Context: an optimization exercise on an open-source flow, tuned for small area. The choices shown serve that exercise and are no tape-out recipe.
Function not checked in this run: the RTL went through the layout flow alone.
Power figures rest on the tool's default switching activity, not on a simulated workload.

### flow/design.v
module Sudoku_Solver
	#(parameter p_CLKs_PB = 16)  
	(input i_Clk,
	 input i_Rx_UART,
	 input i_Switch_1,
	 output logic o_Tx_UART);
	localparam [1:0] RX = 2'd0, SOLVE = 2'd1, TX = 2'd2;
	wire rst = i_Switch_1;
	logic [269:0] ring;
	wire [9:0] head = ring[269:260];
	logic [1:0] p_cb, p_ri, p_rb;        
	logic [1:0] t_ci, t_cb, t_ri, t_rb;  
	logic [1:0] ph;
	logic       pf;
	wire        pend = pf;
	wire        f = pf;
	logic [3:0] a, b, c;
	logic       bs;
	wire [3:0] data = a, idx = b, timer = c;
	wire       busy = bs;                 
	wire       s = bs;                    
	wire [8:0] mask = {c[0], b, a};       
	wire [1:0] r = c[2:1];
	function automatic [11:0] dpd_dec(input [9:0] c);
		logic p, q, r, s_, t, u, v, w, x, y;
		{p, q, r, s_, t, u, v, w, x, y} = c;
		if (!v)
			dpd_dec = {1'b0, p, q, r, 1'b0, s_, t, u, 1'b0, w, x, y};
		else case ({w, x})
			2'b00: dpd_dec = {1'b0, p, q, r, 1'b0, s_, t, u, 3'b100, y};
			2'b01: dpd_dec = {1'b0, p, q, r, 3'b100, u, 1'b0, s_, t, y};
			2'b10: dpd_dec = {3'b100, r, 1'b0, s_, t, u, 1'b0, p, q, y};
			default: case ({s_, t})
				2'b00: dpd_dec = {3'b100, r, 3'b100, u, 1'b0, p, q, y};
				2'b01: dpd_dec = {3'b100, r, 1'b0, p, q, u, 3'b100, y};
				2'b10: dpd_dec = {1'b0, p, q, r, 3'b100, u, 3'b100, y};
				default: dpd_dec = {3'b100, r, 3'b100, u, 3'b100, y};
			endcase
		endcase
	endfunction
	function automatic [9:0] dpd_enc(input [11:0] g);
		logic a, b, c, d, e, f_, g_, h, i, j, k, m;
		{a, b, c, d, e, f_, g_, h, i, j, k, m} = g;
		case ({a, e, i})
			3'b000: dpd_enc = {b, c, d, f_, g_, h, 1'b0, j, k, m};
			3'b001: dpd_enc = {b, c, d, f_, g_, h, 3'b100, m};
			3'b010: dpd_enc = {b, c, d, j, k, h, 3'b101, m};
			3'b011: dpd_enc = {b, c, d, 2'b10, h, 3'b111, m};
			3'b100: dpd_enc = {j, k, d, f_, g_, h, 3'b110, m};
			3'b101: dpd_enc = {f_, g_, d, 2'b01, h, 3'b111, m};
			3'b110: dpd_enc = {j, k, d, 2'b00, h, 3'b111, m};
			default: dpd_enc = {2'b00, d, 2'b11, h, 3'b111, m};
		endcase
	endfunction
	wire [11:0] dg = dpd_dec(head);
	wire [3:0] d0 = dg[11:8], d1 = dg[7:4], d2 = dg[3:0];
	wire z0 = d0 == 4'd0, z1 = d1 == 4'd0, z2 = d2 == 4'd0;
	wire tick = &timer;
	wire endf = tick & idx == 4'd12;
	wire last = p_rb[1] & p_ri[1] & p_cb[1];
	wire e_rb = p_rb == t_rb;
	wire e_ri = p_ri == t_ri;
	wire e_cb = p_cb == t_cb;
	wire row  = e_rb & e_ri;
	wire at_t = row & e_cb;
	wire [1:0] rsel = ph == TX ? t_ci : s ? r : 2'd2;
	logic [3:0] dr;
	always_comb
		case (rsel)
			2'd0:    dr = d0;
			2'd1:    dr = d1;
			default: dr = d2;
		endcase
	logic zj;
	always_comb
		case (t_ci)
			2'd0:    zj = z0;
			2'd1:    zj = z1;
			2'd2:    zj = z2;
			default: zj = 1'b0;
		endcase
	function automatic [8:0] onehot(input [3:0] d);
		for (int n = 0; n < 9; n++)
			onehot[n] = d == 4'(n + 1);
	endfunction
	wire peer = !s | row | (e_rb & e_cb) | (e_cb & r == t_ci);
	wire [8:0] seen = peer ? onehot(dr) : 9'd0;
	wire [8:0] zm = ~mask;
	wire single = (zm & (zm - 9'd1)) == 9'd0;
	wire [3:0] digit = {zm[7] | zm[8],
			    zm[3] | zm[4] | zm[5] | zm[6],
			    zm[1] | zm[2] | zm[5] | zm[6],
			    zm[0] | zm[2] | zm[4] | zm[6] | zm[8]};
	wire special = z0 | z1 | z2;
	wire tx_go    = ph == TX & !busy & at_t;
	wire rx_start = ph == RX & !busy & tick & !i_Rx_UART;
	wire rx_wr    = ph == RX & pend & at_t;
	wire done_t   = at_t & r[1];
	wire s_next   = ph == SOLVE & (s ? !done_t : zj);
	logic       wr;
	logic [1:0] wsel;
	logic [3:0] wval;
	always_comb begin
		wsel = t_ci;
		if (ph == RX) begin
			wr = rx_wr;
			wval = data;
		end else begin
			wr = ph == SOLVE & s & done_t & single;
			wval = digit;
		end
	end
	wire clr = rx_wr & t_ci == 2'd0;
	wire [3:0] n0 = wr && wsel == 2'd0 ? wval : d0;
	wire [3:0] n1 = wr && wsel == 2'd1 ? wval : clr ? 4'd0 : d1;
	wire [3:0] n2 = wr && wsel == 2'd2 ? wval : clr ? 4'd0 : d2;
	always_ff @(posedge i_Clk)
		ring <= {ring[259:0], dpd_enc({n0, n1, n2})};
	always_ff @(posedge i_Clk) begin
		p_cb <= p_cb[1] ? 2'd0 : p_cb + 2'd1;
		if (p_cb[1]) begin
			p_ri <= p_ri[1] ? 2'd0 : p_ri + 2'd1;
			if (p_ri[1])
				p_rb <= p_rb[1] ? 2'd0 : p_rb + 2'd1;
		end
		if (ph == RX) begin
			if (tick && busy && idx == 4'd7)
				pf <= 1'b1;
			else if (rx_wr)
				pf <= 1'b0;
		end else
			pf <= last | (f & !special);
		case (ph)
			RX, TX: begin
				if (rx_wr || tx_go) begin
					t_ci <= t_ci[1] ? 2'd0 : t_ci + 2'd1;
					if (t_ci[1]) begin
						t_cb <= t_cb[1] ? 2'd0 : t_cb + 2'd1;
						if (t_cb[1]) begin
							t_ri <= t_ri[1] ? 2'd0 : t_ri + 2'd1;
							if (t_ri[1])
								t_rb <= t_rb + 2'd1;
						end
					end
				end
				if (t_rb == 2'd3 && !busy && ph == RX)
					ph <= SOLVE;
			end
			SOLVE: begin
				if (!s)
					{t_rb, t_ri, t_cb} <= {p_rb, p_ri, p_cb};
				if (last && !s_next)
					t_ci <= t_ci[1] ? 2'd0 : t_ci + 2'd1;
				if (last && f && !special && !busy) begin
					ph <= TX;
					{t_rb, t_ri, t_cb, t_ci} <= 8'd0;
				end
			end
			default: ;
		endcase
		if (ph == SOLVE) begin
			bs <= s_next;
			{c[0], b, a} <= (s ? mask : 9'd0) | seen;
			if (!s_next)
				c[2:1] <= 2'd2;
			else if (!s)
				c[2:1] <= 2'd0;
			else if (at_t)
				c[2:1] <= r + 2'd1;
		end else begin
			c <= tx_go ? 4'd0 : timer + 4'd1;
			bs <= rx_start | tx_go | (busy & !endf);
			b <= (rx_start | tx_go ? 4'd3 : idx) + {3'd0, tick & !tx_go};
			if (tx_go)
				a <= dr;
			else if (tick && busy && idx[3:2] == 2'b01)
				a <= {i_Rx_UART, data[3:1]};
		end
		if (rst) begin
			{p_rb, p_ri, p_cb} <= 6'd0;
			{t_rb, t_ri, t_cb, t_ci} <= 8'd0;
			ph <= RX;
			bs <= 1'b0;
			pf <= 1'b0;
			c <= 4'd0;
		end
	end
	always_comb
		if (!(ph == TX && busy))
			o_Tx_UART = 1'b1;
		else if (idx[3:2] == 2'b01)
			o_Tx_UART = data[0];
		else
			o_Tx_UART = idx[3] ? !idx[1] : !idx[0];
endmodule
### flow/flow/run.sh
#!/bin/bash
# The standard layout (standard.sh), with three changes:
#  - synthesis: flow/my_synth.tcl, the standard flow's synthesis script with abc's mapping script
#    replaced by flow/abc_area.script;
#  - port buffers: sky130_fd_sc_hd__buf_1 (one per input and output port, as before);
#  - clock tree synthesis: the arguments in flow/cts_args.txt (no dummy loads).
# make/ORFS output goes to standard.log; ORFS's per-step logs are under orfs/logs.
set -euo pipefail
W="$(pwd)"
CTS="$(cat flow/cts_args.txt)"
bash standard.sh "SYNTH_SCRIPT=$W/flow/my_synth.tcl" "FLOW_ABC_SCRIPT=$W/flow/abc_area.script" \
  "BUFFER_PORTS_ARGS=-buffer_cell sky130_fd_sc_hd__buf_1" \
  "CTS_ARGS=$CTS" finish > standard.log 2>&1
### flow/flow/abc_area.script
strash
&get -n
&deepsyn -T 20
&dch -f
&nf -R 1000
&put
strash
&get -n
&dch -f
&nf -R 1000
&put
topo
### flow/flow/cts_args.txt
-sink_clustering_enable -repair_clock_nets -dont_use_dummy_load -sink_clustering_size 12 -sink_clustering_max_diameter 45 -buf_list sky130_fd_sc_hd__clkbuf_4
### flow/flow/my_synth.tcl
# The standard synthesis (synth_recipe.tcl) with two changes to the combinational
# mapping only: abc's script is flow/abc_area.script (area-oriented &deepsyn/&nf
# mapping), and adders are left to abc instead of ORFS's half/full adder cells.
# Registers are mapped by ORFS's dfflibmap exactly as in the standard synthesis.
proc synth {args} { yosys synth -nofsm -noshare {*}$args }
proc abc {args} {
  set i [lsearch -exact $args -script]
  if { $i >= 0 } { lset args [expr { $i + 1 }] $::env(FLOW_ABC_SCRIPT) }
  yosys abc {*}$args
}
unset -nocomplain ::env(ADDER_MAP_FILE)
source $::env(SCRIPTS_DIR)/synth.tcl
# left out here: clear keep_hierarchy, flatten, clean up, hide names made inside functions, write 1_2_yosys.v
### flow/standard.sh
#!/bin/bash
# synth_recipe.tcl (not shown) runs the flow's synth.tcl, then flattens the netlist and writes it again
# the make line also repeats each setting of config.mk as NAME=value (left out here)
make -C /OpenROAD-flow-scripts/flow DESIGN_CONFIG=/design/flow/config.mk WORK_HOME=/design/flow/orfs CLKGATE_MAP_FILE= SYNTH_SCRIPT=/design/flow/synth_recipe.tcl "${@:-finish}"
### flow/config.mk
export PLATFORM = sky130hd
export DESIGN_NAME = Sudoku_Solver
export DESIGN_NICKNAME = Sudoku_Solver
export VERILOG_FILES = /design/flow/design.v
export SDC_FILE = /design/flow/constraint.sdc
export NUM_CORES = 4
export LEC_CHECK = 0
export ABC_AREA = 1
export CAP_MARGIN = 40
export CORE_MARGIN = 2
export CORE_UTILIZATION = 30
export PLACE_DENSITY = 0.5
export SLEW_MARGIN = 20
### flow/constraint.sdc
create_clock -name core_clock -period 10.0 [get_ports {i_Clk}]
set_input_delay 2.0000 -clock core_clock [delete_from_list [all_inputs] [get_ports {i_Clk}]]
set_output_delay 2.0000 -clock core_clock [all_outputs]
set_load 0.01 [all_outputs]
==> results.sh <==
export IMPL_root_buffer="clkbuf_4"
export IMPL_slew_violations=0
export IMPL_grt_ovfl_total=0
export IMPL_final_antenna_net_count=0
export IMPL_synthAdderAreaFrac=0
export IMPL_r2r_start="ph[0]"
export IMPL_setup_violations=0
export IMPL_clock_skew_ns=0.101
export IMPL_post_route_period_util=0.371
export IMPL_synthSimpleGateAreaFrac=0.104
export IMPL_synth_top_family_by_area="simple AND/OR/NAND/NOR gates"
export IMPL_syn_num_nets=586
export IMPL_slew_headroom=0.390
export IMPL_syn_to_final_growth_pct=9.35
export IMPL_avgSynthCellArea_sq_um=13.0
export IMPL_crit_buf_inv=1
export IMPL_cts_resized=0
export IMPL_period_minus_slack_ns=3.71
export IMPL_startpoint="ph[0]"
export IMPL_crit_end="o_Tx_UART"
export IMPL_place_congestion=0.833
export IMPL_min_from="ring[19]"
export IMPL_ir_drop_uv=66.2
export IMPL_grt_pass1_vias=4061
export IMPL_leakage_nw=3.14
export IMPL_syn_instance_count=583
export IMPL_die_area_sq_um=26500
export IMPL_io_pins=4
export IMPL_rsz0062_at_grt="false"
export IMPL_ys_warn_count=1
export IMPL_synth_compound_area_frac=0.0796
export IMPL_holdWs_ns=0.241
export IMPL_ys_seq_area_frac=0.798
export IMPL_drive_gt1_frac=0.0594
export IMPL_clock_sinks=300
export IMPL_cp_top_family="flip-flops"
export IMPL_synth_xor_area_share=0.0116
export IMPL_status="finished clean"
export IMPL_arrival_ns=1.71
export IMPL_hpwlAfterDp_um=7460
export IMPL_cp_slowest_cell="dfxtp_1"
export IMPL_grt_max_degree=22
export IMPL_synth_edf_count=4
export IMPL_port_buffer_count=3
export IMPL_die_h_um=163
export IMPL_numCtsBuffers=35
export IMPL_cap_viol_max_count=0
export IMPL_n_fill_cell=2515
export IMPL_crit_chain="nand2b_1, a21oi_1, o211ai_1, buf_1"
export IMPL_crit_cells=4
export IMPL_clk_pin_slew_ns=0.10
export IMPL_ys_flop_type="dfxtp_1"
export IMPL_drc=0
export IMPL_routed_wirelength_um=12000
export IMPL_cts_setup_buffers=0
export IMPL_cpPeakStageDelay_ns=0.56
export IMPL_syn_area_sq_um=7580
export IMPL_ys_async_sr_fraction=0
export IMPL_crit_required_ns=8.00
export IMPL_hold_viol_final=0
export IMPL_r2r_cells=11
export IMPL_power_density_nw_per_um2=211
export IMPL_crit_fanout=12
export IMPL_grt_pass1_wl_um=20100
export IMPL_synthMuxAreaShare=0.00264
export IMPL_ys_ff_latch=300
export IMPL_ctsHoldBuffers=0
export IMPL_worstMarginPinSlew_ns=0.915
export IMPL_r2r_end="ring[8]"
export IMPL_synth_cell_types=45
export IMPL_start_util=0.304
export IMPL_grtUsageTotal=0.0945
export IMPL_antenna_found_initial=1
export IMPL_htree_num_levels=2
export IMPL_rows=58
export IMPL_num_vias=4112
export IMPL_wl_per_cell_um=12.5
export IMPL_cts_tree="built"
export IMPL_via_per_inst=4.31
export IMPL_insertion_delay_ns=0.61
export IMPL_worstSetupPathType="reg -> out"
export IMPL_firstDrtPassIters=5
export IMPL_holdCritPathClass="reg -> reg"
export IMPL_die_w_um=163
export IMPL_coreArea_sq_um=25000
export IMPL_drt_iter0_markers=226
export IMPL_end_kind="primary output"
export IMPL_cts_buffer_depth=3
export IMPL_reg2reg_slack_ns=6.79
export IMPL_fin_nets=628
export IMPL_timing_setup_tns_ns=0
export IMPL_fmax_mhz=270
export IMPL_critPathLaunchType="flip-flop"
## per-layer routing
layer / vias to the layer above / share of wire / GRT usage
li1: 2067 / - / -
met4: 0 / 0.031 / 0.0483
met1: 1898 / 0.51 / 0.131
met3: 35 / 0.059 / 0.0270
met5: - / 0 / 0
met2: 112 / 0.40 / 0.134
## cell families after synthesis
logic type | count (synthesis)
DFF | 300
and+or+nand+nor | 173
AOI/OAI and AO/OA | 90
xor gates and xnor gates | 10
buffers and inverters | 8
muxes | 2
## placed cells by master, fill, tap and decap left out, types with 5 or more instances in the layout
cell type	count
a211oi_1	8
a21oi_1	17
a22oi_1	5
clkbuf_4	35
clkinv_1	8
dfxtp_1	296
nand2_1	58
nand2b_1	10
nand3_1	10
nor2_1	50
nor2b_1	7
nor3_1	13
o211ai_1	5
o21ai_0	22
xor2_1	7
## power breakdown
part / switching [W] / internal [W] / total, W
combinational: 0.0000146 / 0.0000111 / 0.0000256
clock: 0.000331 / 0.000162 / 0.000493
sequential: 0.0000163 / 0.00121 / 0.00123
## flip-flops by register name (all words and copies together) (netlist names)
name and count:
t_rb 2, c 4, p_cb 2, t_cb 2
ring 270, ph 2, p_ri 2, b 4
p_rb 2, bs 1, t_ri 2, a 4
pf 1, t_ci 2
## synth_stat cells (all sizes together) (2+ instances only)
library cell / n / area (sq um)
dfxtp: 296 / 5930
nand2: 58 / 218
nor2: 50 / 188
o21ai: 22 / 110
a21oi: 17 / 85.1
nor3: 13 / 65.1
nand2b: 10 / 62.6
nand3: 10 / 50.1
a211oi: 8 / 60.1
clkinv: 8 / 30.0
nor2b: 7 / 43.8
xor2: 7 / 61.3
a22oi: 5 / 37.5
o211ai: 5 / 37.5
and2: 4 / 25.0
and3: 4 / 25.0
edfxtp: 4 / 120
nand4: 4 / 25.0
nor4: 4 / 25.0
o22ai: 4 / 25.0
o32ai: 4 / 35.0
a221oi: 3 / 26.3
o221ai: 3 / 26.3
or2: 3 / 18.8
xnor2: 3 / 26.3
a21o: 2 / 15.0
a22o: 2 / 17.5
mux2i: 2 / 20.0
nor4b: 2 / 17.5
o21a: 2 / 15.0
o31ai: 2 / 15.0
or3: 2 / 12.5
## metrics by stage
stage,setup slack [ns],area (sq um),util,power (W),cells
3_3_place_gp,6.58,8010,0.321,0.00128,917
4_1_cts,6.25,8270,0.331,0.00178,952
2_1_floorplan,7.10,7580,-,0.00127,583
5_1_grt,6.22,8290,0.332,0.00183,954
6_report,6.29,8290,0.332,0.00175,954
3_5_place_dp,6.53,8010,0.321,0.00128,917
## worst min path at each step
| stage | to | slack (ns) | depth (start not counted) |
|---|---|---|---|
| finish | ring[29] | 0.24 | 0 |
| global route | ring[29] | 0.23 | 0 |
| CTS | ring[29] | 0.23 | 0 |
| detailed placement | ring[185] | 0.31 | 0 |
| global placement | ring[75] | 0.31 | 0 |
| floorplan | ring[100] | 0.31 | 0 |
## layout make-up
class | count | area, sq um | area share
Clock buffer | 35 | 263 | 0.0317
Timing Repair Buffer | 5 | 30.0 | 0.00362
Antenna cell | 1 | 2.50 | 0.000302
Tap cell | 330 | 413 | 0.0498
Sequential cell | 300 | 6050 | 0.730
Inverter | 8 | 30.0 | 0.00362
Multi-Input combinational cell | 275 | 1500 | 0.181
## worst reg2reg max path, stage by stage (launching register included)
cell and delay, ns:
dfxtp_1 0.56, nor2b_1 0.51, and2_0 0.41, nand4_1 0.14
nand2_1 0.16, nand2_1 0.14, o21a_1 0.17, a21oi_1 0.44
o21ai_0 0.25, nand3_1 0.14, o21ai_0 0.10, a211oi_1 0.18

==> what the ideal ports hide <==
No port has a modelled driver above. Below, the same layout with a new extraction and two added sets of constraints.
Step 1 sets driving cells, clkbuf_16 on the clock port and buf_2 on the other inputs (assumed; they add their load-dependent delay and slew).
Step 2 adds t to the input delays and takes it off the output delays; t is the mean of the earliest and latest rising clock arrival at the registers after step 1. Input paths then give back, and output paths get back, about the clock's delay inside the block.
Three values: ideal ports, drivers, drivers and shift; two values: the first two.
t, ns: 0.602
slack for setup (ns): 6.291 / 6.253 / 6.648
worst data-port slew with drivers (ns): 0.03
After both steps this run still meets setup and hold. The setup slack of this run moves by -0.038 ns with the drivers and by +0.357 ns with both steps.
